What follows belongs to an exercise in optimizing a design on an open flow for small area, a short achievable clock period and few clock cycles; a production flow would make more cautious choices.
Only simulation tests tie the RTL to the original design; equivalence was not proved.

alpha:
Design UT_TOP, start of the top module:
module UT_TOP (
    clk, rst_n, in_valid, in_time,
    out_valid, out_display, out_day
);
clock: 9.0 ns
lec_check: 0
abc_area: 1
abc_clock_period_in_ps: 1500
cap_margin: 20
core_margin: 2
core_utilization: 60
setup_slack_margin: 5
slew_margin: 20
standard.sh (not shown) runs the stock make flow with config.mk's settings and CLKGATE_MAP_FILE= SYNTH_SCRIPT=/design/flow/synth_recipe.tcl, a recipe that flattens the netlist after the stock synthesis.
==> flow/flow/run.sh <==
#!/bin/bash
# Standard layout, except:
#  - synthesis maps adders and comparators through ABC (no full/half-adder
#    cell extraction), with a stronger area-oriented ABC script
#    (flow/abc_area.script, used in place of ORFS's abc_area.script);
#  - port buffers are plain buf_1 cells (resized later where timing needs it);
#  - clock tree synthesis adds no dummy loads;
#  - timing repair aims for 2.67 ns paths.
set -euo pipefail
rm -rf scripts_local
cp -r "$FLOW_HOME/scripts" scripts_local
cp flow/abc_area.script scripts_local/abc_area.script
bash standard.sh "SCRIPTS_DIR=$PWD/scripts_local" ADDER_MAP_FILE= SETUP_SLACK_MARGIN=6.33 \
  "BUFFER_PORTS_ARGS=-buffer_cell sky130_fd_sc_hd__buf_1" \
  "CTS_ARGS=-sink_clustering_enable -repair_clock_nets -dont_use_dummy_load -root_buf sky130_fd_sc_hd__clkbuf_16 -buf_list sky130_fd_sc_hd__clkbuf_8" \
  finish > flow_make.log 2>&1
==> flow/flow/abc_area.script <==
strash
&get -n
&fraig -x
&put
scorr
dc2
dc2
strash
dch -f
map {D}
topo
stime -c
buffer -c
upsize -c
dnsize -c
alpha reached the end of the flow, and the finished layout is clean on the timing, design-rule and antenna checks.
Testbench counts of alpha, summed over its fixed seeds: cycles 11,768.
### alpha -> beta
--- a/flow/flow/run.sh
+++ b/flow/flow/run.sh
@@ -14,3 +14,3 @@
   "BUFFER_PORTS_ARGS=-buffer_cell sky130_fd_sc_hd__buf_1" \
-  "CTS_ARGS=-sink_clustering_enable -repair_clock_nets -dont_use_dummy_load -root_buf sky130_fd_sc_hd__clkbuf_16 -buf_list sky130_fd_sc_hd__clkbuf_8" \
+  "CTS_ARGS=-sink_clustering_enable -repair_clock_nets -dont_use_dummy_load" \
   finish > flow_make.log 2>&1
--- a/flow/flow/abc_area.script
+++ b/flow/flow/abc_area.script
@@ -5,3 +5,2 @@
 scorr
-dc2
 dc2
==> summary.txt <==
- Comparing alpha against beta, there is no change at all in final total negative setup slack.
- beta and alpha ended up with roughly the same count of clock-net buffers in the final layout.
- Wire length after detailed routing improves in beta relative to alpha.
- beta vs alpha — final standard cell count with taps included and fillers excluded climbed slightly
- Fmax: beta lower than alpha
#### Input delta (gamma over beta)
--- a/flow/flow/run.sh
+++ b/flow/flow/run.sh
@@ -7,3 +7,2 @@
 #  - clock tree synthesis adds no dummy loads;
-#  - timing repair aims for 2.67 ns paths.
 set -euo pipefail
@@ -12,3 +11,3 @@
 cp flow/abc_area.script scripts_local/abc_area.script
-bash standard.sh "SCRIPTS_DIR=$PWD/scripts_local" ADDER_MAP_FILE= SETUP_SLACK_MARGIN=6.33 \
+bash standard.sh "SCRIPTS_DIR=$PWD/scripts_local" ADDER_MAP_FILE= \
   "BUFFER_PORTS_ARGS=-buffer_cell sky130_fd_sc_hd__buf_1" \
--- a/flow/flow/abc_area.script
+++ b/flow/flow/abc_area.script
@@ -5,2 +5,3 @@
 scorr
+dc2
 dc2
## What came out
- For beta, the start-to-end type of the worst setup path was flip-flop to primary output, unlike gamma, where it was flip-flop to flip-flop.
- Going from beta to gamma, final weighted congestion in routability-driven placement shrank by a few percent.
- Against beta, gamma comes in 1.7 points lower on multi-input logic portion of the cell area.
- Taking beta as the reference, in gamma multi-input gate count down 34, die area down about 3%.
- beta and gamma ended up with nearly the same worst hold margin.
- Delta (gamma minus beta): met3 layer wire length in the routed design has increased, die width decreased by 1.5% relative to the old numbers, number of buffer and inverter stages on the critical path moved up.

* * *

## job 101
UT_TOP, a different RTL version from the one above (not shown whole).
For scale: ~1300 cells after synthesis, roughly 71 flip-flops, roughly 7400 µm² of cells after synthesis.
Settings: LEC_CHECK=0, ABC_AREA=1, CAP_MARGIN=20, CORE_MARGIN=2, CORE_UTILIZATION=60, SETUP_SLACK_MARGIN=5, SLEW_MARGIN=20; clock period 9.0 ns.
==> flow/flow/run.sh <==
#!/bin/bash
# Standard layout, except:
#  - synthesis maps adders and comparators through ABC (no full/half-adder
#    cell extraction), which gives smaller and faster logic here;
#  - port buffers are plain buf_1 cells (resized later where timing needs it);
#  - clock tree synthesis adds no dummy loads;
#  - timing repair aims for 2.57 ns paths.
set -euo pipefail
bash standard.sh ADDER_MAP_FILE= SETUP_SLACK_MARGIN=6.43 \
  "BUFFER_PORTS_ARGS=-buffer_cell sky130_fd_sc_hd__buf_1" \
  "CTS_ARGS=-sink_clustering_enable -repair_clock_nets -dont_use_dummy_load" \
  finish > flow_make.log 2>&1
Testbench counts of job 101, summed over its fixed seeds: cycles 11,768.
Input changes introduced in job 102 (baseline for comparison: job 101):
--- a/flow/flow/run.sh
+++ b/flow/flow/run.sh
@@ -5,7 +5,7 @@
 #  - port buffers are plain buf_1 cells (resized later where timing needs it);
 #  - clock tree synthesis adds no dummy loads;
-#  - timing repair aims for 2.57 ns paths.
+#  - timing repair aims for 2.5 ns paths.
 set -euo pipefail
-bash standard.sh ADDER_MAP_FILE= SETUP_SLACK_MARGIN=6.43 \
+bash standard.sh ADDER_MAP_FILE= SETUP_SLACK_MARGIN=6.5 \
   "BUFFER_PORTS_ARGS=-buffer_cell sky130_fd_sc_hd__buf_1" \
   "CTS_ARGS=-sink_clustering_enable -repair_clock_nets -dont_use_dummy_load" \
--- a/flow/config.mk
+++ b/flow/config.mk
@@ -9,5 +9,5 @@
 export CAP_MARGIN = 20
 export CORE_MARGIN = 2
-export CORE_UTILIZATION = 60
+export CORE_UTILIZATION = 75
 export SETUP_SLACK_MARGIN = 5
 export SLEW_MARGIN = 20
## What came out
Of the two candidates, job 101 has the better first-iteration DRC count and job 102 the worse one.
STATUS design area: job 102 loses against job 101
Measured against each other, job 102 and job 101 differ in measured slew at the worst slew-check pin, the lower figure coming from job 101.
Compared with job 101, in job 102 number of nets in the layout grew by 23; utilization climbed 18 points; wire length now larger.
Diff job 101 -> job 102: clock network latency to the later pin of the worst-skew pair up 0.03 ns; fmax went down by about 1.3%; met2 track demand over resource went up.
Comparing job 101 against job 102, there is no change at all in critical path buffer and inverter count.
Comparing job 101 with job 102, the met3 usage came out essentially unchanged.
#### Input delta (job 103 over job 102)
--- a/flow/config.mk
+++ b/flow/config.mk
@@ -9,5 +9,5 @@
 export CAP_MARGIN = 20
 export CORE_MARGIN = 2
-export CORE_UTILIZATION = 75
+export CORE_UTILIZATION = 60
 export SETUP_SLACK_MARGIN = 5
 export SLEW_MARGIN = 20
==> summary.txt <==
- Core utilization (job 103 over job 102): decrease, 16 points
- Between job 102 and job 103, the placed cell count is higher for job 103.
- ~same count of flip-flops with a built-in enable after synthesis in job 102 and job 103
- Fraction of area in non-clock buffers for job 103: 0.35 points down relative to job 102
- Clock skew for job 103 is lower than for job 102.
- Looking at highest-delay cell along the critical path, the sky130_fd_sc_hd__dfxtp_2 result is from job 103; the sky130_fd_sc_hd__dfxtp_1 one comes from job 102.

-- static timing again, ports no longer ideal --
In the flow no input, the clock included, has a driving cell. The finished layouts below were timed again as built, in two steps. Step 1: set_driving_cell puts a clkbuf_16 on clk and a buf_2 on each other input, an assumption about the parent block. Step 2 adds t to the input delays and takes it off the output delays; t is the mean of the earliest and latest rising clock arrival at the registers after step 1. Input paths then give back, and output paths get back, about the clock's delay inside the block. a / b / c = no drivers / after step 1 / after step 2; a / b = the first two.
run | shift t [ns] | setup slack, ns | worst register clock-pin slew, ns | pins driven straight from the clock port
alpha | 0.379 | 6.361 / 6.319 / 6.477 | 0.07 / 0.07 | 1
beta | 0.413 | 6.303 / 6.267 / 6.512 | 0.09 / 0.09 | 1
gamma | 0.394 | 5.665 / 5.665 / 5.665 | 0.10 / 0.10 | 1
job 101 | 0.387 | 6.423 / 6.380 / 6.489 | 0.07 / 0.07 | 1
job 102 | 0.401 | 6.388 / 6.350 / 6.422 | 0.09 / 0.09 | 1
job 103 | 0.387 | 6.422 / 6.377 / 6.543 | 0.07 / 0.07 | 1
After both steps setup and hold are still met in every run listed. The worst setup slack also covers recovery checks on asynchronous resets.
